Background: an optimization exercise with open tools, aiming at small area, a short achievable clock period and few clock cycles per item. Do not read the settings as production practice.
At most, simulation tests tie the RTL to the original design; equivalence was not proved.
Only the layout flow was run in runs 6 to 8; the RTL was not checked for function there.

==> flow/design.v <==
`timescale 1ns / 1ps
module FP16_div(
    input [15:0]data_dividend,
    input [15:0]data_divisor,
    input input_valid,
    input clk,
    input rst,
    output [15:0]data_q,
    output reg output_update,
    output reg idle
    );
    reg found;               
    reg st;                  
    reg qr1, qr2;            
    reg s;                   
    reg rnd;                 
    reg [12:0] X;            
    reg [10:0] D;            
    reg [12:0] D3;           
    reg [6:0] E;             
    reg [9:0] M;             
    wire busy = ~idle;
    wire load = input_valid & idle;
    wire [4:0] ea = data_dividend[14:10];
    wire [4:0] eb = data_divisor[14:10];
    wire ea_nz = |ea;
    wire eb_nz = |eb;
    wire [12:0] X_in = {2'b00, ea_nz, data_dividend[9:0]};
    wire [10:0] D_in = {eb_nz, data_divisor[9:0]};
    wire [12:0] D3_in = {2'b00, D_in} + {1'b0, D_in, 1'b0};
    wire [6:0] E_in = {2'b00, ea} + {2'b00, ~eb} + {6'd0, ~ea_nz} + {6'd0, eb_nz} + 7'b1101111;    
    wire sub = ~X[12];
    wire [11:0] Dm = {1'b0, D} ^ {12{sub}};                    
    wire [11:0] D3m = D3[11:0] ^ {12{sub}};                    
    wire [11:0] T1 = X[11:0] + Dm + {11'd0, sub};              
    wire [11:0] A = {X[10:0], 1'b0} + Dm + {11'd0, sub};       
    wire [11:0] B = {X[10:0], 1'b0} + D3m + {11'd0, sub};      
    wire q1 = ~T1[11];
    wire [11:0] T2 = (q1 == sub) ? B : A;
    wire q2 = ~T2[11];
    wire Dz = ~|D;
    wire dn = ~D[10];
    wire signed [6:0] Es = E;
    wire e_ovf = Es >= 32;
    wire e31 = E == 7'd31;
    wire e_zero = Es <= -11;
    wire e_m10 = Es == -10;
    wire e_m9 = Es == -9;
    wire e_den = (Es >= -8) & (Es <= 0);
    wire e1 = E == 7'd1;
    wire e2 = E == 7'd2;
    wire [3:0] mk = 4'd2 - E[3:0];                    
    wire [10:0] marker = 11'd1 << mk;
    wire [6:0] Ep1 = E + 7'd1;
    wire [6:0] Em1 = E - 7'd1;
    wire [6:0] Em2 = E - 7'd2;
    reg f2;
    reg [6:0] E2;
    reg [10:0] M2;
    always @(*) begin
        f2 = 1'b1;
        E2 = E;
        M2 = {M[8:0], qr1, qr2};
        if (~found) begin
            if (e_den) begin
                E2 = 7'd0;
                M2 = marker | {9'd0, qr1, qr2};
            end else if (e1) begin
                E2 = {6'd0, qr1};
                M2 = {9'd0, 1'b1, qr2};
            end else if (e2) begin
                E2 = qr1 ? 7'd2 : {6'd0, qr2};
                M2 = {9'd0, qr1, qr1 ? qr2 : 1'b1};
            end else if (qr1) begin
                M2 = {9'd0, 1'b1, qr2};
            end else if (qr2) begin
                E2 = Em1;
                M2 = 11'd1;
            end else begin
                E2 = Em2;
                M2 = 11'd0;
                f2 = 1'b0;
            end
        end
    end
    wire ovf = Dz | (~dn & (st ? (~found & e31 & qr1) : e_ovf));
    wire zero = ~dn & ~st & e_zero;
    wire fin_b = ~dn & (st ? M2[10] : e_m10);         
    wire fin_a = ~dn & (st ? (M2[9] & ~M2[10]) : e_m9);          
    wire done = ovf | zero | fin_a | fin_b;
    always @(posedge clk) begin
        if (rst) begin
            idle <= 1'b1;
            output_update <= 1'b0;
        end else if (load) begin
            idle <= 1'b0;
            output_update <= 1'b0;
        end else begin
            idle <= idle | done;
            output_update <= busy & done;
        end
    end
    always @(posedge clk) begin
        if (load) begin
            X <= X_in;
            D <= D_in;
            D3 <= D3_in;
            st <= 1'b0;
        end else if (dn) begin
            D <= {D[9:0], 1'b0};
            D3 <= {D3[11:0], 1'b0};
        end else begin
            X <= {T2, 1'b0};
            st <= 1'b1;
        end
        qr1 <= q1;
        qr2 <= q2;
        rnd <= (fin_b & q1) | (fin_a & q2);
    end
    always @(posedge clk) begin
        if (load) begin
            s <= data_dividend[15] ^ data_divisor[15];
            E <= E_in;
            M <= 10'd0;
            found <= 1'b0;
        end else if (ovf) begin
            E <= 7'd30;
            M <= 10'h3ff;
        end else if (dn) begin
            E <= Ep1;
        end else if (~st) begin
            if (zero | fin_a | fin_b) begin
                E <= 7'd0;
                M <= {9'd0, fin_a & q1};
            end
        end else begin
            E <= E2;
            found <= f2;
            M <= fin_a ? {M2[8:0], q1} : M2[9:0];
        end
    end
    wire [14:0] EM = {E[4:0], M};
    wire sat = EM == 15'h7bff;
    wire [14:0] V = EM + {14'd0, rnd & ~sat};
    wire rzero = ~|{EM, rnd};
    assign data_q = {s & ~rzero, V};
endmodule
==> flow/flow/run.sh <==
#!/bin/bash
# Standard layout, with the port buffers made from buf_2 cells.
set -euo pipefail
export BUFFER_PORTS_ARGS="-buffer_cell sky130_fd_sc_hd__buf_2"
bash standard.sh > standard.log 2>&1
==> flow/standard.sh <==
#!/bin/bash
# synth_recipe.tcl (not shown) runs the flow's synth.tcl, then flattens the netlist and writes it again
# the make line also repeats each setting of config.mk as NAME=value (left out here)
make -C /OpenROAD-flow-scripts/flow DESIGN_CONFIG=/design/flow/config.mk WORK_HOME=/design/flow/orfs CLKGATE_MAP_FILE= SYNTH_SCRIPT=/design/flow/synth_recipe.tcl "${@:-finish}"
==> flow/config.mk <==
export PLATFORM = sky130hd
export DESIGN_NAME = FP16_div
export DESIGN_NICKNAME = FP16_div
export VERILOG_FILES = /design/flow/design.v
export SDC_FILE = /design/flow/constraint.sdc
export NUM_CORES = 4
export LEC_CHECK = 0
export CAP_MARGIN = 20
export CORE_MARGIN = 2
export CORE_UTILIZATION = 40
export SETUP_SLACK_MARGIN = 2.5
export SLEW_MARGIN = 20
==> flow/constraint.sdc <==
create_clock -name core_clock -period 5.0 [get_ports {clk}]
set_input_delay 1.0000 -clock core_clock [delete_from_list [all_inputs] [get_ports {clk}]]
set_output_delay 1.0000 -clock core_clock [all_outputs]
set_load 0.01 [all_outputs]
==> results.sh, run 1 <==
export IMPL_status="no timing/DRC/antenna violations"
export IMPL_fin_crit_ns=3.36
export IMPL_cts_tree="built"
export IMPL_antenna_found_initial=1
export IMPL_dieArea_sq_um=16500
export IMPL_layout_commonest_cell="nand2_1"
export IMPL_fp_dieW_microns=128
export IMPL_grt_setup_unrepaired="yes"
export IMPL_grt_first_pass_wirelength_microns=28700
export IMPL_area_growth_pct=37.0
export IMPL_initial_core_util=0.409
export IMPL_port_buffers=52
export IMPL_grt_pass1_vias=5663
export IMPL_drcViolationCount=0
export IMPL_fmax_mhz=297
export IMPL_viasPerCell=5.81
export IMPL_critPathArrivalTime_ns=2.36
export IMPL_drt_total_wl_microns=18300
export IMPL_globalRoute_totalOverflow=0
export IMPL_synth_warning_count=1
export IMPL_antennaDiodeCount=0
export IMPL_synth_nets=839
export IMPL_cts_hold_buffers_added=0
export IMPL_dr_first_iter_drc_count=486
export IMPL_insertion_delay_ns=0.33
export IMPL_synth_xor_area_share=0.0989
export IMPL_finalMaxSlewViolations=0
export IMPL_dp_hpwl_microns=12500
export IMPL_endpoint_kind="output pin"
export IMPL_r2r_setup_slack_ns=2.10
export IMPL_root_buffer="clkbuf_16"
export IMPL_synth_seq_area_share=0.263
export IMPL_path_class="reg2out"
export IMPL_ys_types=77
export IMPL_dr_pass1_iters=7
export IMPL_hold_class="reg2reg"
export IMPL_synth_edf_count=41
export IMPL_path_clk_slew_ns=0.06
export IMPL_synth_top_cell_by_area="edfxtp_1"
export IMPL_cp_start_kind="register"
export IMPL_synth_compound_area_share=0.191
export IMPL_fp_dieH_microns=128
export IMPL_synth_area_sq_um=6200
export IMPL_cts_inserted_buffers=9
export IMPL_setup_tns_ns=0
export IMPL_globalplace_congestion=0.954
export IMPL_core_sq_um=15100
export IMPL_wl_per_cell_microns=17.8
export IMPL_syn_area_per_cell_sq_um=8.47
export IMPL_ys_top_cells_by_area="edfxtp_1, ha_1, xnor2_1"
export IMPL_clockBufferDepth=2
export IMPL_synth_fa_ha_area_frac=0.153
export IMPL_drive_gt1_frac=0.353
export IMPL_fin_skew_ns=0.00752
export IMPL_fill_cells=1282
export IMPL_fin_crit_sh=0.673
export IMPL_ant_nets=0
export IMPL_synth_top_cell_area_share=0.199
export IMPL_synth_top_family_by_area="simple AND/OR/NAND/NOR gates"
export IMPL_cts_sinks=61
export IMPL_setup_violations_final=0
export IMPL_layout_common_cells="nand2_1, buf_4, ha_1"
export IMPL_maxCapViolations=0
export IMPL_gr_usage_all_layers=0.216
export IMPL_timing_final_hold_violations=0
export IMPL_grt_max_degree=42
export IMPL_num_vias=5977
export IMPL_slew_headroom=0.514
export IMPL_io_pins=53
export IMPL_synthMuxAreaShare=0.0299
export IMPL_cp_required_ns=4.00
export IMPL_netlist_instances=732
export IMPL_tightestPinTransition_ns=0.728
export IMPL_fin_util=0.561
export IMPL_rows=45
export IMPL_synth_main_ff_cell="edfxtp_1"
export IMPL_async_reset_ff_frac=0
export IMPL_synthSimpleGateAreaFrac=0.220
export IMPL_nets=943
export IMPL_ctsHtreeMaxLevel=3
export IMPL_ys_seq_elements=61
export IMPL_holdWs_ns=0.551
export IMPL_cp_max_fo=4
[per-stage QoR]
step | instance area (sq um) | worst slack (ns) | std cells
6_report | 8490 | 1.64 | 1029
5_1_grt | 8490 | 1.56 | 1029
3_5_place_dp | 6840 | 1.49 | 946
2_1_floorplan | 6500 | 2.03 | 732
3_3_place_gp | 6840 | 1.68 | 946
4_1_cts | 7760 | 1.65 | 992
[sequential cells by signal (all words and copies together), names as in the netlist, 7 cells and up]
name	flops
M	10
E	7
D	11
X	13
D3	12
[timing repair]
item / in CTS / in global routing
gates cloned: 0 / 1
pin swaps: 36 / 48
endpoints found under the setup margin: 61 / 63
setup buffers: 30 / 36
resized for setup: 89 / 86
[cell usage after synthesis (all sizes together) (4+ instances only)]
library cell	instances
clkbuf	19
buf	11
dfxtp	20
o31ai	7
nor4	9
nor2	49
edfxtp	41
mux2i	14
fa	6
inv	37
or2	4
o21bai	5
nand3	30
a2111oi	4
nor3	19
a21oi	43
and2	6
ha	66
o21ai	46
nand2b	11
or4	4
xor2	13
a21o	13
or3	8
nor3b	7
nand3b	4
o221a	4
xnor2	57
nand2	83
a31oi	4
and3	13
o21a	7
nor2b	11
a211oi	12
[final cells by class]
class,count,area (sq um),share of cell area
sequential,61,1650,0.194
timing repair buffer,123,933,0.110
clock buffer,10,239,0.0281
multi-input combinational,604,5210,0.614
clock inverter,6,70.1,0.00825
inverter,37,154,0.0181
tap,188,235,0.0277
[layer usage]
metal	wire length, microns	global-route usage	up-vias
li1	-	-	2874
met1	8170	0.304	2843
met2	8560	0.350	225
met3	1320	0.0345	33
met4	290	0.0491	2
met5	7	0	-
[critical path: stages (launching register included)]
cell,delay (ns)
dfxtp_4,0.34
and3_4,0.18
and3_4,0.19
nand2_2,0.07
o31a_1,0.18
ha_4,0.16
ha_4,0.14
nand3_4,0.10
or3_4,0.37
xnor2_2,0.15
buf_2,0.15
[final timing paths]
| path | start | end | cells after the start |
|---|---|---|---|
| min | X[11] | X[11] | 2 |
| max reg2reg | E[1] | M[5] | 14 |
| min reg2reg | X[11] | X[11] | 2 |
| max | M[4] | data_q[14] | 10 |
[cells by family after synthesis]
logic type                 Yosys count
buffers and inverters               67
AOI/OAI and AO/OA                  177
xor gates and xnor gates            70
adders and majority gates           72
and+or+nand+nor                    268
DFF                                 61
muxes                               17
Testbench counts, summed over its fixed seeds: cycles 51,570, items 8,000.
==> run 2: changes to the inputs <==
--- a/flow/config.mk
+++ b/flow/config.mk
@@ -10,3 +10,3 @@
 export CORE_UTILIZATION = 40
-export SETUP_SLACK_MARGIN = 2.5
+export SETUP_SLACK_MARGIN = 2.0
 export SLEW_MARGIN = 20
==> run 2 against run 1 <==
  * Highest routed layer is now met4
  * Global-route usage down 0.90 points
  * Clock-buffer cell count down 1
  * Synthesized cell count unchanged
  * Flip-flop and latch count unchanged
  * Largest cell class unchanged
  * Critical endpoint is now data_q[11]
==> results.sh, run 2 <==
export IMPL_port_buffers=52
export IMPL_synth_seq_area_share=0.263
export IMPL_cts_tree="built"
export IMPL_clockBufferDepth=2
export IMPL_synth_xor_area_share=0.0989
export IMPL_io_pins=53
export IMPL_ctsHtreeMaxLevel=3
export IMPL_syn_area_per_cell_sq_um=8.47
export IMPL_crit_buf_inv=2
export IMPL_maxCapViolations=0
export IMPL_rows=45
export IMPL_r2r_end="M[8]"
export IMPL_synth_area_sq_um=6200
export IMPL_fmax_mhz=299
export IMPL_synth_compound_area_share=0.191
export IMPL_num_vias=5680
export IMPL_root_buffer="clkbuf_16"
export IMPL_endpoint_kind="output pin"
export IMPL_fp_dieW_microns=128
export IMPL_dieArea_sq_um=16500
export IMPL_synthSimpleGateAreaFrac=0.220
export IMPL_finalMaxSlewViolations=0
export IMPL_viasPerCell=5.78
export IMPL_top_regs="X x13, D3 x12, D x11"
export IMPL_ys_seq_elements=61
export IMPL_dr_pass1_iters=5
export IMPL_r2r_start="E[2]"
export IMPL_area_growth_pct=18.7
export IMPL_synth_main_ff_cell="edfxtp_1"
export IMPL_ant_nets=0
export IMPL_cp_required_ns=4.00
export IMPL_synth_top_cell_area_share=0.199
export IMPL_critPathCapture="data_q[11]"
export IMPL_cp_start_kind="register"
export IMPL_initial_core_util=0.409
export IMPL_path_clk_slew_ns=0.05
export IMPL_critPathMaxStageDelay_ns=0.46
export IMPL_timing_final_hold_violations=0
export IMPL_synth_edf_count=41
export IMPL_cts_inserted_buffers=9
export IMPL_grt_first_pass_wirelength_microns=27500
export IMPL_synth_top_family_by_area="simple AND/OR/NAND/NOR gates"
export IMPL_fin_crit_ns=3.35
export IMPL_fp_dieH_microns=128
export IMPL_synth_common_cells="nand2_1, ha_1, xnor2_1"
export IMPL_ys_types=77
export IMPL_cp_top_family="simple AND/OR/NAND/NOR gates"
export IMPL_dr_first_iter_drc_count=477
export IMPL_grt_pass1_vias=5485
export IMPL_synthMuxAreaShare=0.0299
export IMPL_nets=896
export IMPL_cts_sinks=61
export IMPL_async_reset_ff_frac=0
export IMPL_synth_warning_count=1
export IMPL_dpl_worst_slack_ns=1.25
export IMPL_wl_per_cell_microns=17.1
export IMPL_tightestPinTransition_ns=0.690
export IMPL_largest_register_ffs=13
export IMPL_fin_crit_sh=0.670
export IMPL_critPathLaunch="E[0]"
export IMPL_globalRoute_totalOverflow=0
export IMPL_synth_top_cell_by_area="edfxtp_1"
export IMPL_drive_gt1_frac=0.204
export IMPL_setup_tns_ns=0
export IMPL_status="no timing/DRC/antenna violations"
export IMPL_core_sq_um=15100
export IMPL_grt_setup_unrepaired="yes"
export IMPL_globalplace_congestion=0.918
export IMPL_crit_slowest_cell="edfxtp_1"
export IMPL_slew_headroom=0.539
export IMPL_drcViolationCount=0
export IMPL_netlist_instances=732
export IMPL_drt_total_wl_microns=16800
export IMPL_path_cells="inv_4 -> ha_4 -> nand4_1 -> o31a_1 -> ha_2 -> and4_4 -> and3_4 -> nand2_2 -> xnor2_1 -> buf_2"
export IMPL_path_class="reg2out"
export IMPL_top_register="X"
export IMPL_antenna_found_initial=0
export IMPL_grt_max_degree=59
export IMPL_gr_usage_all_layers=0.207
export IMPL_insertion_delay_ns=0.34
export IMPL_setup_violations_final=0
export IMPL_worst_slack_ns=1.65
export IMPL_synth_fa_ha_area_frac=0.153
export IMPL_synth_most_common_cell="nand2_1"
export IMPL_cp_max_fo=3
export IMPL_hold_class="reg2reg"
export IMPL_dp_hpwl_microns=12300
export IMPL_reg2reg_depth=11
export IMPL_critPathArrivalTime_ns=2.35
export IMPL_antennaDiodeCount=0
export IMPL_ys_top_cells_by_area="edfxtp_1, ha_1, xnor2_1"
export IMPL_layout_common_cells="nand2_1, ha_1, xnor2_1"
export IMPL_fin_skew_ns=0.0123
export IMPL_cp_depth=10
export IMPL_r2r_setup_slack_ns=2.09
export IMPL_synth_nets=839
export IMPL_layout_commonest_cell="nand2_1"
-- run 2: kinds of logic after synthesis --
group | Yosys count
buffers and inverters | 67
muxes | 17
AOI/OAI and AO/OA | 177
xor gates and xnor gates | 70
and+or+nand+nor | 268
adders and majority gates | 72
DFF | 61
-- run 2: worst min path at each step --
stage | from | endpoint | slack [ns] | cells past startpoint
floorplan | X[11] | X[11] | 0.46 | 2
global placement | X[11] | X[11] | 0.48 | 2
detailed placement | X[11] | X[11] | 0.49 | 2
CTS | X[11] | X[11] | 0.50 | 2
global route | X[11] | X[11] | 0.52 | 2
finish | X[11] | X[11] | 0.50 | 2
-- run 2: per-stage QoR --
stage	std cells	utilization	instance area (sq um)	hold slack, ns
6_report	982	0.486	7360	0.496
5_1_grt	982	0.486	7360	0.523
4_1_cts	980	0.474	7190	0.496
3_5_place_dp	946	0.439	6640	0.488
3_3_place_gp	946	0.439	6640	0.476
2_1_floorplan	732	-	6260	0.459
-- run 2: worst min-delay path, delay by kind of cell, from the launching register on --
family | cells | cell delay [ns]
AOI/OAI and AO/OA | 1 | 0.05
and+or+nand+nor | 1 | 0.06
DFF | 1 | 0.33
-- run 2: final cells by class --
class,instances,area [sq um]
fill,1416,7790
tap,188,235
timing repair buffer,76,474
multi-input combinational,604,4560
clock buffer,9,225
clock inverter,7,66.3
inverter,37,145
sequential,61,1650
-- run 2: routing by layer --
layer,global-route usage,share of wire,up-vias
met5,0,0,-
met4,0.0633,0.015,0
met3,0.0241,0.050,21
met2,0.333,0.45,170
met1,0.292,0.48,2719
li1,-,-,2770
-- run 2: repair_timing --
action | CTS | global route
hold buffers | 0 | 0
endpoints found under the setup margin | 50 | 47
buffers inserted | 18 | 2
resized for setup | 31 | 36
pin swaps | 12 | 14
gates cloned | 0 | 0
==> run 3: changes to the inputs <==
--- a/flow/config.mk
+++ b/flow/config.mk
@@ -10,3 +10,3 @@
 export CORE_UTILIZATION = 40
-export SETUP_SLACK_MARGIN = 2.0
+export SETUP_SLACK_MARGIN = 1.0
 export SLEW_MARGIN = 20
==> run 3 against run 2 <==
  * Still clean
  * Fmax decreased by 13%
  * Worst hold slack improved by 0.0018 ns
==> results.sh, run 3 <==
export IMPL_placed_cells=946
export IMPL_globalRoute_totalOverflow=0
export IMPL_postCtsResizedCells=0
export IMPL_synth_main_ff_cell="edfxtp_1"
export IMPL_wl_met2_microns=7360
export IMPL_synthSimpleGateAreaFrac=0.220
export IMPL_ys_top_cells_by_area="edfxtp_1, ha_1, xnor2_1"
export IMPL_wl_met3_microns=708
export IMPL_synth_most_common_cell="nand2_1"
export IMPL_core_sq_um=15100
export IMPL_synth_top_cell_area_share=0.199
export IMPL_hold_class="reg2reg"
export IMPL_finalMaxSlewViolations=0
export IMPL_critPathCapture="data_q[14]"
export IMPL_area_sequential_sq_um=1630
export IMPL_drt_met1_wl_microns=7950
export IMPL_synth_xor_area_share=0.0989
export IMPL_netlist_instances=732
export IMPL_r2r_end="X[11]"
export IMPL_io_pins=53
export IMPL_path_clk_slew_ns=0.05
export IMPL_fp_dieH_microns=128
export IMPL_fmax_mhz=260
export IMPL_rows=45
export IMPL_synth_top_cell_by_area="edfxtp_1"
export IMPL_num_vias=5497
export IMPL_multi_input_area_sq_um=4300
export IMPL_gr_usage_all_layers=0.202
export IMPL_ant_nets=0
export IMPL_dieArea_sq_um=16500
export IMPL_grt_max_degree=42
export IMPL_fin_crit_ns=3.84
export IMPL_dp_hpwl_microns=12500
export IMPL_fin_crit_sh=0.768
export IMPL_reg2reg_depth=11
export IMPL_nets=883
export IMPL_fill_cells=1475
export IMPL_layout_common_cells="nand2_1, ha_1, xnor2_1"
export IMPL_cts_tree="built"
export IMPL_clockBufferDepth=2
export IMPL_critPathLaunch="E[0]"
export IMPL_maxCapViolations=0
export IMPL_r2r_start="X[12]"
export IMPL_synth_compound_area_share=0.191
export IMPL_fp_dieW_microns=128
export IMPL_async_reset_ff_frac=0
export IMPL_r2r_setup_slack_ns=1.62
export IMPL_drive_gt1_frac=0.120
export IMPL_slew_headroom=0.341
export IMPL_dr_first_iter_drc_count=503
export IMPL_cts_inserted_buffers=9
export IMPL_grt_pass1_vias=5354
export IMPL_synthMuxAreaShare=0.0299
export IMPL_synth_fa_ha_area_frac=0.153
export IMPL_layout_commonest_cell="nand2_1"
export IMPL_synth_warning_count=1
export IMPL_drt_total_wl_microns=16300
export IMPL_synth_top_family_by_area="simple AND/OR/NAND/NOR gates"
export IMPL_setup_tns_ns=0
export IMPL_path_class="reg2out"
export IMPL_top_register="X"
export IMPL_synth_common_cells="nand2_1, ha_1, xnor2_1"
export IMPL_synth_seq_area_share=0.263
export IMPL_grt_setup_unrepaired="yes"
export IMPL_cts_sinks=61
export IMPL_port_buffers=52
export IMPL_area_growth_pct=11.4
export IMPL_status="no timing/DRC/antenna violations"
export IMPL_synth_nets=839
export IMPL_ctsHtreeMaxLevel=3
export IMPL_ys_types=77
export IMPL_tightestPinTransition_ns=0.983
export IMPL_cp_required_ns=4.00
export IMPL_antennaDiodeCount=0
export IMPL_synth_area_sq_um=6200
export IMPL_viasPerCell=5.67
export IMPL_setup_violations_final=0
export IMPL_wl_per_cell_microns=16.8
export IMPL_ys_seq_elements=61
export IMPL_grt_first_pass_wirelength_microns=26700
export IMPL_root_buffer="clkbuf_16"
export IMPL_endpoint_kind="output pin"
export IMPL_drcViolationCount=0
export IMPL_top_regs="X x13, D3 x12, D x11"
export IMPL_synth_edf_count=41
export IMPL_timing_final_hold_violations=0
export IMPL_cp_max_fo=10
export IMPL_largest_register_ffs=13
export IMPL_insertion_delay_ns=0.33
export IMPL_critPathArrivalTime_ns=2.84
export IMPL_syn_area_per_cell_sq_um=8.47
export IMPL_globalplace_congestion=0.886
export IMPL_initial_core_util=0.409
export IMPL_fin_util=0.456
export IMPL_top_layer="met4"
export IMPL_finalNonFillerCells=969
export IMPL_cp_start_kind="register"
export IMPL_antenna_found_initial=0
export IMPL_dr_pass1_iters=5
export IMPL_holdWs_ns=0.498
export IMPL_fin_skew_ns=0.00891
[run 3: cell counts after synthesis]
Identical to the previous run, type by type.
[run 3: per-stage QoR]
stage / instance area, sq um / worst slack (ns)
2_1_floorplan: 6200 / 1.80
3_3_place_gp: 6590 / 1.52
3_5_place_dp: 6590 / 1.25
4_1_cts: 6850 / 1.05
5_1_grt: 6900 / 0.939
6_report: 6900 / 1.16
[run 3: cells by family after synthesis]
logic type,count (synthesis)
flip-flops,61
AND/OR/NAND/NOR,268
AO/OA/AOI/OAI,177
XOR/XNOR,70
buffers and inverters,67
multiplexers,17
adder cells (fa/ha/maj),72
[run 3: per-layer routing]
layer,vias up,global-route usage
met5,-,0
met3,17,0.0299
li1,2748,-
met1,2613,0.291
met4,0,0.0659
met2,119,0.312
[run 3: repair_timing]
action,CTS,global route
setup endpoints to repair,0,7
setup buffers,0,7
hold buffers,0,0
[run 3: cell type report]
type                            instances  share of cell area
Sequential cell                        61               0.236
Clock inverter                          6             0.00435
Clock buffer                           10              0.0332
Timing Repair Buffer                   63              0.0497
Inverter                               37              0.0201
Multi-Input combinational cell        604               0.622
Tap cell                              188              0.0341
[run 3: worst min-delay path by stage]
| stage | startpoint | endpoint | depth (start not counted) |
|---|---|---|---|
| 2_1_floorplan | X[11] | X[11] | 2 |
| 3_3_place_gp | X[11] | X[11] | 2 |
| 3_5_place_dp | X[11] | X[11] | 2 |
| 4_1_cts | X[11] | X[11] | 2 |
| 5_1_grt | X[11] | X[11] | 2 |
| 6_report | X[11] | X[11] | 2 |
[run 3: worst max-delay path, stage by stage (launching register included)]
cell and delay [ns]:
edfxtp_1 0.54, inv_1 0.18, ha_1 0.26, nand4_1 0.10, o31a_1 0.15, ha_1 0.18
ha_1 0.19, nand3_1 0.20, or3_1 0.39, xnor2_1 0.16, buf_2 0.15
==> run 4: changes to the inputs <==
--- a/flow/config.mk
+++ b/flow/config.mk
@@ -7,6 +7,6 @@
 export LEC_CHECK = 0
-export CAP_MARGIN = 20
+export CAP_MARGIN = 0
 export CORE_MARGIN = 2
 export CORE_UTILIZATION = 40
-export SETUP_SLACK_MARGIN = 1.0
-export SLEW_MARGIN = 20
+export SETUP_SLACK_MARGIN = 1.5
+export SLEW_MARGIN = 0
==> run 4 against run 3 <==
  * Global-route usage rose by 0.24 points
  * Worst hold slack barely moved
  * Non-clock buffer count rose by 10
  * Final cell count rose by 1.0%
  * Synthesized cell count did not move
  * Clock-buffer cell count did not move
  * Flip-flop and latch count did not move
  * Synthesized area did not move
  * Via count rose by 1.4%
  * Critical path type unchanged
==> results.sh, run 4 <==
export IMPL_timing_final_hold_violations=0
export IMPL_grt_pass1_vias=5402
export IMPL_cts_inserted_buffers=9
export IMPL_crit_slowest_cell="or3_1"
export IMPL_worst_slack_ns=1.51
export IMPL_synth_top_cell_area_share=0.199
export IMPL_root_buffer="clkbuf_16"
export IMPL_top_regs="X x13, D3 x12, D x11"
export IMPL_clockBufferDepth=2
export IMPL_endpoint_kind="output pin"
export IMPL_min_path_cells=2
export IMPL_fp_dieH_microns=128
export IMPL_gr_usage_all_layers=0.205
export IMPL_nets=893
export IMPL_globalplace_congestion=0.886
export IMPL_layout_common_cells="nand2_1, ha_1, xnor2_1"
export IMPL_min_from="X[11]"
export IMPL_dp_hpwl_microns=12500
export IMPL_dieArea_sq_um=16500
export IMPL_grt_max_degree=42
export IMPL_critPathArrivalTime_ns=2.49
export IMPL_syn_area_per_cell_sq_um=8.47
export IMPL_maxCapViolations=0
export IMPL_path_clk_slew_ns=0.06
export IMPL_critPathMaxStageDelay_ns=0.36
export IMPL_io_pins=53
export IMPL_layout_commonest_cell="nand2_1"
export IMPL_globalRoute_totalOverflow=0
export IMPL_synth_edf_count=41
export IMPL_synth_area_sq_um=6200
export IMPL_critPathLaunch="M[6]"
export IMPL_holdPathEnd="X[11]"
export IMPL_fin_crit_sh=0.697
export IMPL_async_reset_ff_frac=0
export IMPL_ys_top_cells_by_area="edfxtp_1, ha_1, xnor2_1"
export IMPL_path_class="reg2out"
export IMPL_hold_class="reg2reg"
export IMPL_r2r_start="E[0]"
export IMPL_cts_sinks=61
export IMPL_synth_most_common_cell="nand2_1"
export IMPL_path_cells="and3_4 -> and3_4 -> nand2_2 -> o31a_1 -> ha_2 -> ha_2 -> nand3_4 -> or3_1 -> xnor2_1 -> buf_2"
export IMPL_antenna_found_initial=0
export IMPL_core_sq_um=15100
export IMPL_largest_register_ffs=13
export IMPL_num_vias=5574
export IMPL_status="no timing/DRC/antenna violations"
export IMPL_finalMaxSlewViolations=0
export IMPL_synth_warning_count=1
export IMPL_grt_setup_unrepaired="yes"
export IMPL_fill_cells=1459
export IMPL_fmax_mhz=287
export IMPL_ctsHtreeMaxLevel=3
export IMPL_dr_first_iter_drc_count=510
export IMPL_tightestPinTransition_ns=0.993
export IMPL_cp_required_ns=4.00
export IMPL_viasPerCell=5.69
export IMPL_setup_tns_ns=0
export IMPL_fin_util=0.465
export IMPL_fin_skew_ns=0.0102
export IMPL_synth_main_ff_cell="edfxtp_1"
export IMPL_drive_gt1_frac=0.153
export IMPL_dr_pass1_iters=5
export IMPL_initial_core_util=0.409
export IMPL_drt_total_wl_microns=16600
export IMPL_cp_start_kind="register"
export IMPL_cts_hold_buffers_added=0
export IMPL_area_sequential_sq_um=1650
export IMPL_ant_nets=0
export IMPL_ys_types=77
export IMPL_insertion_delay_ns=0.34
export IMPL_cp_max_fo=5
export IMPL_area_growth_pct=13.5
export IMPL_ys_seq_elements=61
export IMPL_synth_common_cells="nand2_1, ha_1, xnor2_1"
export IMPL_reg2reg_depth=9
export IMPL_slew_headroom=0.334
export IMPL_fp_dieW_microns=128
export IMPL_rows=45
export IMPL_r2r_end="M[5]"
export IMPL_cts_tree="built"
export IMPL_fin_crit_ns=3.49
export IMPL_netlist_instances=732
export IMPL_top_register="X"
export IMPL_r2r_setup_slack_ns=1.72
export IMPL_synth_top_cell_by_area="edfxtp_1"
export IMPL_antennaDiodeCount=0
export IMPL_synth_seq_area_share=0.263
export IMPL_multi_input_area_sq_um=4340
export IMPL_setup_violations_final=0
export IMPL_wl_per_cell_microns=16.9
export IMPL_synth_nets=839
export IMPL_grt_first_pass_wirelength_microns=27000
export IMPL_dpl_worst_slack_ns=1.25
export IMPL_drcViolationCount=0
export IMPL_port_buffers=52
run 4: kinds of logic after synthesis:
group | after synthesis | synth area share
buffers and inverters | 67 | 0.0442
xor gates and xnor gates | 70 | 0.0989
and+or+nand+nor | 268 | 0.220
AOI/OAI and AO/OA | 177 | 0.191
DFF | 61 | 0.263
muxes | 17 | 0.0299
adders and majority gates | 72 | 0.153
run 4: worst max path at each step:
stage / to / slack, ns / cells after the start
floorplan: data_q[14] / 1.80 / 10
global placement: X[11] / 1.52 / 10
detailed placement: X[11] / 1.25 / 10
CTS: data_q[14] / 1.47 / 10
global route: data_q[14] / 1.39 / 10
finish: data_q[14] / 1.51 / 10
run 4: area by class of cell:
cell class / instances / area share
clock inverter: 6 / 0.00427
tap: 188 / 0.0334
clock buffer: 10 / 0.0325
multi-input combinational: 604 / 0.617
inverter: 37 / 0.0197
timing repair buffer: 73 / 0.0594
sequential: 61 / 0.234
run 4: critical path: cells and delay by family, from the launching register on:
kind | cells | cell delay [ns]
and+or+nand+nor | 5 | 0.93
buffers and inverters | 1 | 0.15
xor gates and xnor gates | 1 | 0.17
DFF | 1 | 0.35
adders and majority gates | 2 | 0.41
AOI/OAI and AO/OA | 1 | 0.15
run 4: metrics by stage:
stage               instance area, sq um  instances  hold WS, ns
floorplan                           6200        732        0.459
global placement                    6590        946        0.475
detailed placement                  6590        946        0.489
CTS                                 6920        968        0.497
global route                        7040        979        0.510
finish                              7040        979        0.498
run 4: repair_timing:
item	CTS	global route
endpoints found under the setup margin	27	10
pin swaps	0	1
gates resized for setup	11	10
buffers inserted	6	11
run 4: metal layers:
metal	global-route usage	wire [microns]	up-vias
met3	0.0308	807	12
met2	0.318	7530	154
met5	0	0	-
met4	0.0659	198	0
li1	-	-	2766
met1	0.293	8050	2642
==> run 5: changes to the inputs <==
--- a/flow/config.mk
+++ b/flow/config.mk
@@ -7,3 +7,3 @@
 export LEC_CHECK = 0
-export CAP_MARGIN = 0
+export CAP_MARGIN = 20
 export CORE_MARGIN = 2
@@ -11,2 +11,2 @@
 export SETUP_SLACK_MARGIN = 1.5
-export SLEW_MARGIN = 0
+export SLEW_MARGIN = 20
==> run 5 against run 4 <==
  * Register-to-register slack hardly changed
  * Largest cell class unchanged
  * Final area stayed put
  * Routed wire length stayed put
  * Critical path depth stayed put
  * Fmax stayed put
  * Still clean
  * Non-clock buffer count stayed put
==> results.sh, run 5 <==
export IMPL_fp_dieW_microns=128
export IMPL_cts_hold_buffers_added=0
export IMPL_fin_crit_sh=0.697
export IMPL_globalplace_congestion=0.886
export IMPL_min_path_cells=2
export IMPL_cts_inserted_buffers=9
export IMPL_holdPathEnd="X[11]"
export IMPL_dpl_worst_slack_ns=1.25
export IMPL_slew_headroom=0.334
export IMPL_dr_first_iter_drc_count=510
export IMPL_top_register="X"
export IMPL_dieArea_sq_um=16500
export IMPL_grt_max_degree=42
export IMPL_synth_top_cell_by_area="edfxtp_1"
export IMPL_cts_sinks=61
export IMPL_clockBufferDepth=2
export IMPL_status="no timing/DRC/antenna violations"
export IMPL_ant_nets=0
export IMPL_synth_nets=839
export IMPL_rows=45
export IMPL_endpoint_kind="output pin"
export IMPL_critPathArrivalTime_ns=2.49
export IMPL_grt_first_pass_wirelength_microns=27000
export IMPL_cp_start_kind="register"
export IMPL_cts_tree="built"
export IMPL_wl_met3_microns=807
export IMPL_worst_slack_ns=1.51
export IMPL_synth_common_cells="nand2_1, ha_1, xnor2_1"
export IMPL_fill_cells=1459
export IMPL_top_layer="met4"
export IMPL_antennaDiodeCount=0
export IMPL_netlist_instances=732
export IMPL_cp_required_ns=4.00
export IMPL_antenna_found_initial=0
export IMPL_finalMaxSlewViolations=0
export IMPL_reg2reg_depth=9
export IMPL_num_vias=5574
export IMPL_synth_warning_count=1
export IMPL_io_pins=53
export IMPL_fin_crit_ns=3.49
export IMPL_grt_pass1_vias=5402
export IMPL_synth_seq_area_share=0.263
export IMPL_min_from="X[11]"
export IMPL_maxCapViolations=0
export IMPL_top_regs="X x13, D3 x12, D x11"
export IMPL_r2r_setup_slack_ns=1.72
export IMPL_drcViolationCount=0
export IMPL_timing_final_hold_violations=0
export IMPL_nets=893
export IMPL_viasPerCell=5.69
export IMPL_synth_area_sq_um=6200
export IMPL_syn_area_per_cell_sq_um=8.47
export IMPL_ys_top_cells_by_area="edfxtp_1, ha_1, xnor2_1"
export IMPL_synth_edf_count=41
export IMPL_fmax_mhz=287
export IMPL_port_buffers=52
export IMPL_layout_common_cells="nand2_1, ha_1, xnor2_1"
export IMPL_insertion_delay_ns=0.34
export IMPL_path_class="reg2out"
export IMPL_tightestPinTransition_ns=0.993
export IMPL_path_clk_slew_ns=0.06
export IMPL_synth_main_ff_cell="edfxtp_1"
export IMPL_synth_most_common_cell="nand2_1"
export IMPL_hold_class="reg2reg"
export IMPL_r2r_end="M[5]"
export IMPL_core_sq_um=15100
export IMPL_ctsHtreeMaxLevel=3
export IMPL_cp_max_fo=5
export IMPL_root_buffer="clkbuf_16"
export IMPL_setup_tns_ns=0
export IMPL_ys_types=77
export IMPL_wl_met2_microns=7530
export IMPL_wl_per_cell_microns=16.9
export IMPL_drive_gt1_frac=0.153
export IMPL_drt_met1_wl_microns=8050
export IMPL_r2r_start="E[0]"
export IMPL_area_growth_pct=13.5
export IMPL_gr_usage_all_layers=0.205
export IMPL_ys_seq_elements=61
export IMPL_synth_top_cell_area_share=0.199
export IMPL_drt_total_wl_microns=16600
export IMPL_initial_core_util=0.409
export IMPL_grt_setup_unrepaired="yes"
export IMPL_largest_register_ffs=13
export IMPL_async_reset_ff_frac=0
export IMPL_fin_skew_ns=0.0102
export IMPL_fp_dieH_microns=128
export IMPL_globalRoute_totalOverflow=0
export IMPL_layout_commonest_cell="nand2_1"
export IMPL_setup_violations_final=0
export IMPL_dp_hpwl_microns=12500
export IMPL_dr_pass1_iters=5
run 5: cell counts after synthesis:
No cell type changed its count.
run 5: cells by family (layout without fill, tap and decap cells):
family                     after synthesis  after routing  share of synthesized area
AOI/OAI and AO/OA                      177            177                      0.191
xor gates and xnor gates                70             70                     0.0989
adders and majority gates               72             72                      0.153
buffers and inverters                   67            126                     0.0442
DFF                                     61             61                      0.263
muxes                                   17             17                     0.0299
and+or+nand+nor                        268            268                      0.220
run 5: metal layers:
metal | vias to the layer above | GRT usage
met5 | - | 0
met4 | 0 | 0.0659
met3 | 12 | 0.0308
met2 | 154 | 0.318
met1 | 2642 | 0.293
li1 | 2766 | -
run 5: layout make-up:
class | count | area (sq um) | area share
Clock buffer | 10 | 229 | 0.0325
Clock inverter | 6 | 30.0 | 0.00427
Timing Repair Buffer | 73 | 418 | 0.0594
Sequential cell | 61 | 1650 | 0.234
Multi-Input combinational cell | 604 | 4340 | 0.617
Inverter | 37 | 139 | 0.0197
Tap cell | 188 | 235 | 0.0334
run 5: how the worst max path moves through the flow:
stage / startpoint / end / slack (ns) / cells past startpoint
final: M[6] / data_q[14] / 1.51 / 10
after global routing: M[6] / data_q[14] / 1.39 / 10
after CTS: M[6] / data_q[14] / 1.47 / 10
after detailed placement: X[12] / X[11] / 1.25 / 10
after global placement: X[12] / X[11] / 1.52 / 10
after floorplan: E[0] / data_q[14] / 1.80 / 10
run 5: worst max-delay path, cell delays in order, from the launching register on:
cell and delay [ns]:
dfxtp_4 0.35, and3_4 0.18, and3_4 0.19, nand2_2 0.09, o31a_1 0.15, ha_2 0.19, ha_2 0.22, nand3_4 0.11
or3_1 0.36, xnor2_1 0.17, buf_2 0.15
run 5: stage by stage:
step / hold WS, ns / util / instances / instance area, sq um
finish: 0.498 / 0.465 / 979 / 7040
floorplan: 0.459 / - / 732 / 6200
global placement: 0.475 / 0.435 / 946 / 6590
detailed placement: 0.489 / 0.435 / 946 / 6590
CTS: 0.497 / 0.457 / 968 / 6920
global route: 0.510 / 0.465 / 979 / 7040
run 5: repair_timing:
action                                  4_1_cts  5_1_grt
buffers inserted                              6       11
hold endpoints to repair                      0        0
endpoints found under the setup margin       27       10
gates resized for setup                      11       10
pin swaps                                     0        1
==> run 6: changes to the inputs <==
--- a/flow/design.v
+++ b/flow/design.v
@@ -18,3 +18,2 @@
     reg [10:0] D;            
-    reg [12:0] D3;           
     reg [6:0] E;             
@@ -29,3 +28,2 @@
     wire [10:0] D_in = {eb_nz, data_divisor[9:0]};
-    wire [12:0] D3_in = {2'b00, D_in} + {1'b0, D_in, 1'b0};
     wire [6:0] E_in = {2'b00, ea} + {2'b00, ~eb} + {6'd0, ~ea_nz} + {6'd0, eb_nz} + 7'b1101111;    
@@ -33,6 +31,9 @@
     wire [11:0] Dm = {1'b0, D} ^ {12{sub}};                    
-    wire [11:0] D3m = D3[11:0] ^ {12{sub}};                    
+    wire [11:0] D2m = {D, 1'b0} ^ {12{sub}};                   
+    wire [11:0] X2 = {X[10:0], 1'b0};
+    wire [11:0] cs_s = X2 ^ Dm ^ D2m;
+    wire [11:0] cs_c = (X2 & Dm) | (X2 & D2m) | (Dm & D2m);
     wire [11:0] T1 = X[11:0] + Dm + {11'd0, sub};              
     wire [11:0] A = {X[10:0], 1'b0} + Dm + {11'd0, sub};       
-    wire [11:0] B = {X[10:0], 1'b0} + D3m + {11'd0, sub};      
+    wire [11:0] B = cs_s + {cs_c[10:0], 1'b0} + {10'd0, sub, 1'b0};   
     wire q1 = ~T1[11];
@@ -106,3 +107,2 @@
             D <= D_in;
-            D3 <= D3_in;
             st <= 1'b0;
@@ -110,3 +110,2 @@
             D <= {D[9:0], 1'b0};
-            D3 <= {D3[11:0], 1'b0};
         end else begin
==> run 6 against run 5 <==
  * First-iteration DRC count is 22% lower
  * Final area is 8.3% lower
  * Worst hold slack better by 0.022 ns
  * Via count is 9.5% lower
  * Routed wire length is 10% lower
  * Largest cell class unchanged
  * Synthesized cell count is 9.7% lower
  * Still clean
==> results.sh, run 6 <==
export IMPL_fin_skew_ns=0.0126
export IMPL_dr_first_iter_drc_count=396
export IMPL_largest_register_ffs=13
export IMPL_synth_most_common_cell="nand2_1"
export IMPL_antennaDiodeCount=0
export IMPL_num_vias=5046
export IMPL_dr_pass1_iters=5
export IMPL_rows=42
export IMPL_cts_sinks=49
export IMPL_wl_per_cell_microns=16.7
export IMPL_cts_inserted_buffers=5
export IMPL_synth_top_family_by_area="simple AND/OR/NAND/NOR gates"
export IMPL_setup_tns_ns=0
export IMPL_layout_commonest_cell="nand2_1"
export IMPL_io_pins=53
export IMPL_grt_pass1_vias=4792
export IMPL_initial_core_util=0.411
export IMPL_synth_top_cell_by_area="edfxtp_1"
export IMPL_cts_tree="built"
export IMPL_timing_final_hold_violations=0
export IMPL_synth_main_ff_cell="edfxtp_1"
export IMPL_endpoint_kind="register"
export IMPL_dp_hpwl_microns=11000
export IMPL_top_register="X"
export IMPL_nets=824
export IMPL_synth_area_sq_um=5440
export IMPL_maxCapViolations=0
export IMPL_synthSimpleGateAreaFrac=0.203
export IMPL_fmax_mhz=290
export IMPL_fp_dieW_microns=121
export IMPL_clockBufferDepth=2
export IMPL_drt_total_wl_microns=14900
export IMPL_grt_setup_unrepaired="yes"
export IMPL_synth_fa_ha_area_frac=0.190
export IMPL_dpl_worst_slack_ns=0.852
export IMPL_synth_seq_area_share=0.234
export IMPL_grt_max_degree=27
export IMPL_drive_gt1_frac=0.191
export IMPL_netlist_instances=661
export IMPL_drcViolationCount=0
export IMPL_synth_top_cell_area_share=0.160
export IMPL_async_reset_ff_frac=0
export IMPL_path_class="reg2reg"
export IMPL_synth_common_cells="nand2_1, ha_1, inv_1"
export IMPL_cp_start_kind="register"
export IMPL_synth_edf_count=29
export IMPL_fin_crit_ns=3.44
export IMPL_ys_types=69
export IMPL_layout_common_cells="nand2_1, ha_1, buf_2"
export IMPL_status="no timing/DRC/antenna violations"
export IMPL_setup_violations_final=0
export IMPL_viasPerCell=5.66
export IMPL_synth_compound_area_share=0.195
export IMPL_synth_nets=770
export IMPL_ys_seq_elements=49
export IMPL_antenna_found_initial=0
export IMPL_core_sq_um=13200
export IMPL_tightestPinTransition_ns=0.887
export IMPL_globalRoute_totalOverflow=0
export IMPL_fp_dieH_microns=121
export IMPL_root_buffer="clkbuf_16"
export IMPL_ant_nets=0
export IMPL_ys_top_cells_by_area="edfxtp_1, ha_1, dfxtp_1"
export IMPL_hold_class="reg2reg"
export IMPL_top_regs="X x13, D x11, M x10"
export IMPL_fin_crit_sh=0.689
export IMPL_finalMaxSlewViolations=0
export IMPL_synthMuxAreaShare=0.0147
export IMPL_insertion_delay_ns=0.31
export IMPL_cp_max_fo=6
export IMPL_synth_xor_area_share=0.102
export IMPL_dieArea_sq_um=14600
export IMPL_path_clk_slew_ns=0.08
export IMPL_port_buffers=52
export IMPL_globalplace_congestion=0.942
export IMPL_area_growth_pct=18.6
export IMPL_synth_warning_count=1
export IMPL_ctsHtreeMaxLevel=2
export IMPL_worst_slack_ns=1.56
export IMPL_syn_area_per_cell_sq_um=8.23
export IMPL_slew_headroom=0.403
export IMPL_gr_usage_all_layers=0.206
export IMPL_critPathArrivalTime_ns=3.58
export IMPL_grt_first_pass_wirelength_microns=24100
export IMPL_cp_required_ns=5.14
[run 6: changes by cell type in the layout (fill, tap and decap cells not counted), moves of 9 or more]
cell      before  now
ha_1          63   54
a31oi_1        4   15
inv_1         35   50
xnor2_1       57   33
edfxtp_1      41   29
o21ai_0       42   23
nand2_1       80   66
[run 6: logic make-up (layout without fill, tap and decap cells)]
family          count (synthesis)  after routing
simple gates                  225            225
compound gates                155            155
buf+inv                        86            141
fa+ha+maj                      76             76
xor+xnor                       62             62
flops                          49             49
mux                             8              8
[run 6: worst paths after layout]
path,from,endpoint,slack [ns],depth (start not counted)
min,idle,output_update,0.52,1
max,X[12],rnd,1.56,14
max reg2reg,X[12],rnd,1.56,14
min reg2reg,idle,output_update,0.52,1
[run 6: what timing repair did]
action	4_1_cts	5_1_grt
setup buffers	10	8
gates resized for setup	17	38
hold buffers	0	0
endpoints found under the setup margin	35	28
pin swaps	3	11
[run 6: per-stage QoR]
step	cells	util	hold WS (ns)	cell area, sq um
floorplan	661	-	0.519	5470
global placement	866	0.443	0.496	5860
detailed placement	866	0.443	0.509	5860
CTS	884	0.467	0.519	6180
global route	892	0.487	0.567	6450
finish	892	0.487	0.520	6450
[run 6: routing by layer]
layer | share of wire | GRT usage | up-vias
met5 | 0 | 0 | -
met4 | 0.0097 | 0.0443 | 0
met3 | 0.052 | 0.0307 | 15
met2 | 0.47 | 0.331 | 151
met1 | 0.47 | 0.294 | 2401
li1 | - | - | 2479
[run 6: worst max-delay path, stage by stage (launching register included)]
cell	delay [ns]
dfxtp_4	0.41
buf_6	0.17
xor2_4	0.18
inv_1	0.09
ha_1	0.32
inv_1	0.09
xnor2_1	0.14
ha_1	0.33
ha_4	0.27
a211oi_2	0.27
o21ai_1	0.16
a2111o_1	0.38
o211ai_1	0.14
o22a_1	0.18
o211ai_1	0.16
[run 6: area by class of cell]
class	instances	area, sq um
clock buffer	5	125
clock inverter	3	28.8
fill	1322	6790
inverter	55	210
multi-input combinational	526	4130
sequential	49	1280
tap	176	220
timing repair buffer	78	459
==> run 7: changes to the inputs <==
--- a/flow/config.mk
+++ b/flow/config.mk
@@ -10,3 +10,3 @@
 export CORE_UTILIZATION = 40
-export SETUP_SLACK_MARGIN = 1.5
+export SETUP_SLACK_MARGIN = 2.0
 export SLEW_MARGIN = 20
==> run 7 against run 6 <==
  * Global-route usage grew 2.1 points
  * Final cell count grew 6.6%
  * Critical endpoint is now data_q[4]
  * Non-clock buffer count grew 59
  * Still clean
  * Flip-flop and latch count is the same
  * Highest routed layer unchanged
==> results.sh, run 7 <==
export IMPL_holdPathEnd="output_update"
export IMPL_root_buffer="clkbuf_16"
export IMPL_timing_final_hold_violations=0
export IMPL_fin_crit_ns=3.41
export IMPL_ys_types=69
export IMPL_synth_warning_count=1
export IMPL_cts_tree="built"
export IMPL_layout_common_cells="buf_4, nand2_1, buf_2"
export IMPL_cts_sinks=49
export IMPL_fin_skew_ns=0.0131
export IMPL_top_register="X"
export IMPL_nets=883
export IMPL_fin_util=0.567
export IMPL_slew_headroom=0.381
export IMPL_cp_start_kind="register"
export IMPL_cts_hold_buffers_added=0
export IMPL_clockBufferDepth=2
export IMPL_grt_pass1_vias=5125
export IMPL_worst_slack_ns=1.59
export IMPL_synth_edf_count=29
export IMPL_synth_common_cells="nand2_1, ha_1, inv_1"
export IMPL_fmax_mhz=294
export IMPL_cts_inserted_buffers=5
export IMPL_async_reset_ff_frac=0
export IMPL_path_class="reg2out"
export IMPL_area_growth_pct=38.0
export IMPL_min_from="idle"
export IMPL_synth_area_sq_um=5440
export IMPL_min_path_cells=1
export IMPL_dr_pass1_iters=6
export IMPL_grt_max_degree=38
export IMPL_r2r_end="X[12]"
export IMPL_setup_tns_ns=0
export IMPL_status="no timing/DRC/antenna violations"
export IMPL_drcViolationCount=0
export IMPL_grt_setup_unrepaired="yes"
export IMPL_gr_usage_all_layers=0.227
export IMPL_hold_class="reg2reg"
export IMPL_top_regs="X x13, D x11, M x10"
export IMPL_largest_register_ffs=13
export IMPL_r2r_setup_slack_ns=1.65
export IMPL_syn_area_per_cell_sq_um=8.23
export IMPL_setup_violations_final=0
export IMPL_ant_nets=0
export IMPL_insertion_delay_ns=0.31
export IMPL_fp_dieH_microns=121
export IMPL_drive_gt1_frac=0.354
export IMPL_globalRoute_totalOverflow=0
export IMPL_wl_per_cell_microns=17.8
export IMPL_netlist_instances=661
export IMPL_synth_seq_area_share=0.234
export IMPL_fp_dieW_microns=121
export IMPL_ys_top_cells_by_area="edfxtp_1, ha_1, dfxtp_1"
export IMPL_endpoint_kind="output pin"
export IMPL_grt_first_pass_wirelength_microns=26400
export IMPL_ctsHtreeMaxLevel=2
export IMPL_dpl_worst_slack_ns=1.26
export IMPL_dp_hpwl_microns=11400
export IMPL_r2r_start="X[12]"
export IMPL_layout_commonest_cell="buf_4"
export IMPL_synth_most_common_cell="nand2_1"
export IMPL_dieArea_sq_um=14600
export IMPL_io_pins=53
export IMPL_drt_total_wl_microns=17000
export IMPL_globalplace_congestion=0.908
export IMPL_reg2reg_depth=15
export IMPL_critPathArrivalTime_ns=2.41
export IMPL_synth_main_ff_cell="edfxtp_1"
export IMPL_antennaDiodeCount=0
export IMPL_core_sq_um=13200
export IMPL_rows=42
export IMPL_viasPerCell=5.72
export IMPL_maxCapViolations=0
export IMPL_ys_seq_elements=49
export IMPL_finalMaxSlewViolations=0
export IMPL_holdWs_ns=0.577
export IMPL_num_vias=5443
export IMPL_synth_top_cell_area_share=0.160
export IMPL_dr_first_iter_drc_count=529
export IMPL_synth_top_cell_by_area="edfxtp_1"
export IMPL_initial_core_util=0.411
export IMPL_antenna_found_initial=0
export IMPL_fin_crit_sh=0.681
export IMPL_port_buffers=52
export IMPL_tightestPinTransition_ns=0.927
export IMPL_cp_max_fo=3
export IMPL_synth_nets=770
export IMPL_path_clk_slew_ns=0.07
export IMPL_cp_required_ns=4.00
-- run 7: worst max path at each step --
stage | from | end | slack [ns]
after floorplan | X[12] | X[12] | 1.74
after global placement | X[12] | X[9] | 1.37
after detailed placement | X[12] | rnd | 1.26
after CTS | E[0] | data_q[8] | 1.62
after global routing | E[0] | data_q[8] | 1.50
final | E[0] | data_q[4] | 1.59
-- run 7: what timing repair did --
action                     in CTS  in global routing
setup endpoints to repair      48                 39
buffers inserted               54                 27
pin swaps                      44                 44
resized for setup              99                 46
-- run 7: through the flow --
step / instance area (sq um) / instances
2_1_floorplan: 5710 / 661
3_3_place_gp: 6050 / 862
3_5_place_dp: 6050 / 862
4_1_cts: 7080 / 924
5_1_grt: 7510 / 951
6_report: 7510 / 951
-- run 7: final cells by class --
class                   count  area (sq um)
well taps                 176           220
inverters                  55           234
flip-flops and latches     49          1280
repair buffers            137           985
clock inverters             3          21.3
multi-input cells         526          4650
clock buffers               5           125
fillers                  1189          5730
-- run 7: worst max-delay path, cell delays in order, from the launching register on --
cell and delay [ns]:
edfxtp_1 0.51, inv_8 0.10, ha_4 0.13, nand2_2 0.06, nor2_2 0.08, nand3_1 0.08
o31a_1 0.29, ha_4 0.19, ha_4 0.17, buf_4 0.13, nand3_2 0.07, xnor2_1 0.14
buf_2 0.16
-- run 7: cell families after synthesis --
logic type,synth area share
and+or+nand+nor,0.203
AOI/OAI and AO/OA,0.195
DFF,0.234
adders and majority gates,0.190
muxes,0.0147
buffers and inverters,0.0611
xor gates and xnor gates,0.102
-- run 7: per-layer routing --
metal	global-route usage	routed length, microns	vias up
li1	-	-	2602
met1	0.324	7680	2606
met2	0.364	7890	197
met3	0.0307	1010	38
met4	0.0545	385	0
met5	0	0	-
==> run 8: changes to the inputs <==
--- a/flow/design.v
+++ b/flow/design.v
@@ -31,6 +31,10 @@
     wire [11:0] Dm = {1'b0, D} ^ {12{sub}};                    
-    wire [11:0] D2m = {D, 1'b0} ^ {12{sub}};                   
     wire [11:0] X2 = {X[10:0], 1'b0};
-    wire [11:0] cs_s = X2 ^ Dm ^ D2m;
-    wire [11:0] cs_c = (X2 & Dm) | (X2 & D2m) | (Dm & D2m);
+    wire [11:0] Dd = {1'b0, D};
+    wire [11:0] D2 = {D, 1'b0};
+    wire [11:0] K = Dd ^ D2;
+    wire [11:0] Pp = sub ? ~(Dd & D2) : (Dd | D2);
+    wire [11:0] Gg = sub ? ~(Dd | D2) : (Dd & D2);
+    wire [11:0] cs_s = X2 ^ K;
+    wire [11:0] cs_c = (X2 & Pp) | Gg;
     wire [11:0] T1 = X[11:0] + Dm + {11'd0, sub};              
--- a/flow/config.mk
+++ b/flow/config.mk
@@ -10,3 +10,3 @@
 export CORE_UTILIZATION = 40
-export SETUP_SLACK_MARGIN = 2.0
+export SETUP_SLACK_MARGIN = 1.5
 export SLEW_MARGIN = 20
==> run 8 against run 7 <==
  * Worst setup slack worse by 0.035 ns
  * Critical path depth is 3 lower
  * Final area is 13% lower
  * Clock-buffer cell count is 2 higher
  * Die area is 4.6% higher
  * Still clean on timing, DRC and antenna
  * Highest routed layer unchanged
  * Sequential share of layout area is 2.6 points higher
  * Non-clock buffer count is 62 lower
  * Synthesized area is 4.8% higher
  * Final cell count is 4.2% lower
  * Global-route usage is 2.1 points lower
==> results.sh, run 8 <==
export IMPL_layout_commonest_cell="ha_1"
export IMPL_tightestPinTransition_ns=0.711
export IMPL_antennaDiodeCount=0
export IMPL_placed_cell_area_sq_um=6110
export IMPL_fin_skew_ns=0.00637
export IMPL_antenna_found_initial=0
export IMPL_grt_setup_unrepaired="yes"
export IMPL_ant_nets=0
export IMPL_fp_dieW_microns=123
export IMPL_path_class="reg2out"
export IMPL_dieArea_sq_um=15200
export IMPL_cp_max_fo=5
export IMPL_cts_sinks=49
export IMPL_dr_pass1_iters=6
export IMPL_top_regs="X x13, D x11, M x10"
export IMPL_finalMaxSlewViolations=0
export IMPL_synth_nets=803
export IMPL_syn_area_per_cell_sq_um=8.44
export IMPL_cts_hold_buffers_added=0
export IMPL_status="no timing/DRC/antenna violations"
export IMPL_timing_final_hold_violations=0
export IMPL_wl_per_cell_microns=17.1
export IMPL_fin_crit_sh=0.688
export IMPL_cp_required_ns=4.00
export IMPL_dp_hpwl_microns=11800
export IMPL_setup_violations_final=0
export IMPL_ys_types=65
export IMPL_initial_core_util=0.411
export IMPL_root_buffer="clkbuf_16"
export IMPL_synth_top_cell_area_share=0.191
export IMPL_grt_first_pass_wirelength_microns=24600
export IMPL_hold_class="reg2reg"
export IMPL_ys_top_cells_by_area="ha_1, edfxtp_1, dfxtp_1"
export IMPL_rows=43
export IMPL_num_vias=5216
export IMPL_viasPerCell=5.73
export IMPL_setup_tns_ns=0
export IMPL_globalRoute_totalOverflow=0
export IMPL_async_reset_ff_frac=0
export IMPL_cp_top_family="simple AND/OR/NAND/NOR gates"
export IMPL_grt_max_degree=35
export IMPL_synth_most_common_cell="ha_1"
export IMPL_maxCapViolations=0
export IMPL_cp_start_kind="register"
export IMPL_port_buffers=52
export IMPL_multi_input_area_sq_um=4200
export IMPL_fin_crit_ns=3.44
export IMPL_layout_common_cells="ha_1, buf_2, inv_1"
export IMPL_drt_total_wl_microns=15600
export IMPL_synth_seq_area_share=0.223
export IMPL_drive_gt1_frac=0.159
export IMPL_design_area_sq_um=6530
export IMPL_insertion_delay_ns=0.31
export IMPL_ctsHtreeMaxLevel=2
export IMPL_cts_tree="built"
export IMPL_slew_headroom=0.525
export IMPL_synth_edf_count=29
export IMPL_dr_first_iter_drc_count=399
export IMPL_path_clk_slew_ns=0.07
export IMPL_largest_register_ffs=13
export IMPL_synth_main_ff_cell="edfxtp_1"
export IMPL_grt_pass1_vias=4959
export IMPL_area_growth_pct=14.5
export IMPL_gr_usage_all_layers=0.206
export IMPL_netlist_instances=676
export IMPL_top_register="X"
export IMPL_io_pins=53
export IMPL_core_sq_um=13900
export IMPL_drcViolationCount=0
export IMPL_critPathMaxStageDelay_ns=0.50
export IMPL_synth_top_cell_by_area="ha_1"
export IMPL_critPathArrivalTime_ns=2.44
export IMPL_fp_dieH_microns=123
export IMPL_synth_common_cells="ha_1, inv_1, nand2_1"
export IMPL_cts_inserted_buffers=5
export IMPL_crit_slowest_cell="edfxtp_1"
export IMPL_endpoint_kind="output pin"
export IMPL_fill_cells=1351
export IMPL_synth_area_sq_um=5700
export IMPL_crit_buf_inv=1
export IMPL_area_sequential_sq_um=1280
export IMPL_nets=857
export IMPL_synth_warning_count=1
export IMPL_ys_seq_elements=49
export IMPL_fmax_mhz=291
export IMPL_clockBufferDepth=2
export IMPL_globalplace_congestion=0.900
export IMPL_path_cells="ha_4 -> nand4_1 -> o41a_1 -> ha_2 -> and3_1 -> nand3_4 -> or3_1 -> xnor2_1 -> buf_2"
==> run 8: tightest hold or removal path: stages, from the launching register on <==
cell     delay, ns
dfxtp_1       0.33
o21ai_0       0.15
a31oi_1       0.05
==> run 8: area by class of cell <==
class	instances	share of cell area
Sequential cell	49	0.196
Clock inverter	1	0.000957
Timing Repair Buffer	75	0.0668
Inverter	54	0.0316
Tap cell	180	0.0345
Multi-Input combinational cell	543	0.643
Clock buffer	7	0.0251
Timing Repair inverter	2	0.00191
==> run 8: layer usage <==
metal / global-route usage / wire length (microns)
met1: 0.286 / 7380
met2: 0.335 / 7320
met3: 0.0258 / 710
met4: 0.0575 / 189
met5: 0 / 0
==> run 8: final timing paths <==
kind / startpoint / end / slack [ns] / depth (start not counted)
hold / removal: X[11] / X[11] / 0.57 / 2
setup / recovery: E[1] / data_q[11] / 1.56 / 9
hold reg to reg: X[11] / X[11] / 0.57 / 2
setup reg to reg: E[1] / E[3] / 1.63 / 8
==> run 8: stage by stage <==
| step | setup WS (ns) | hold WS [ns] | cells | util |
|---|---|---|---|---|
| final | 1.56 | 0.567 | 911 | 0.471 |
| after global routing | 1.41 | 0.609 | 911 | 0.471 |
| after CTS | 1.50 | 0.573 | 899 | 0.458 |
| after detailed placement | 1.19 | 0.558 | 883 | 0.440 |
| after global placement | 1.27 | 0.556 | 883 | 0.440 |
| after floorplan | 1.56 | 0.513 | 676 | - |
==> run 8: repair_timing <==
| action | 4_1_cts | 5_1_grt |
|---|---|---|
| cloned | 1 | 1 |
| gates resized for setup | 9 | 16 |
| buffers inserted | 7 | 11 |
| hold endpoints to repair | 0 | 0 |
| pin swaps | 1 | 2 |
| setup endpoints to repair | 25 | 22 |
==> run 8: kinds of logic after synthesis <==
family	synth area share
adder cells (fa/ha/maj)	0.208
buffers and inverters	0.0568
flip-flops	0.223
AO/OA/AOI/OAI	0.203
multiplexers	0.0213
XOR/XNOR	0.109
AND/OR/NAND/NOR	0.179

## re-timing with driven ports
No port has a modelled driver above. Below, the same layouts with a new extraction and two added sets of constraints. Step 1 sets driving cells, clkbuf_16 on the clock port and buf_2 on the other inputs (assumed; they add their load-dependent delay and slew). Step 2 adds t to the input delays and takes it off the output delays; t is the mean of the earliest and latest rising clock arrival at the registers after step 1. Input paths then give back, and output paths get back, about the clock's delay inside the block. Three values: no drivers, after step 1, after step 2; two values: the first two.
run | shift t [ns] | setup WS [ns] | worst slew at a driven data input, ns | cell pins on the clock port's net
run 1 | 0.367 | 1.637 / 1.599 / 1.827 | 0.05 | 1
run 2 | 0.371 | 1.652 / 1.610 / 1.722 | 0.04 | 1
run 3 | 0.369 | 1.161 / 1.122 / 1.491 | 0.03 | 1
run 4 | 0.371 | 1.513 / 1.474 / 1.552 | 0.03 | 1
run 5 | 0.371 | 1.513 / 1.474 / 1.552 | 0.03 | 1
run 6 | 0.338 | 1.557 / 1.534 / 1.511 | 0.03 | 1
run 7 | 0.341 | 1.593 / 1.556 / 1.650 | 0.04 | 1
run 8 | 0.345 | 1.558 / 1.515 / 1.605 | 0.05 | 1
After both steps every run listed still meets setup and hold. The setup slack of run 6, which loses most, moves by -0.023 ns with the drivers and by -0.046 ns with both steps.
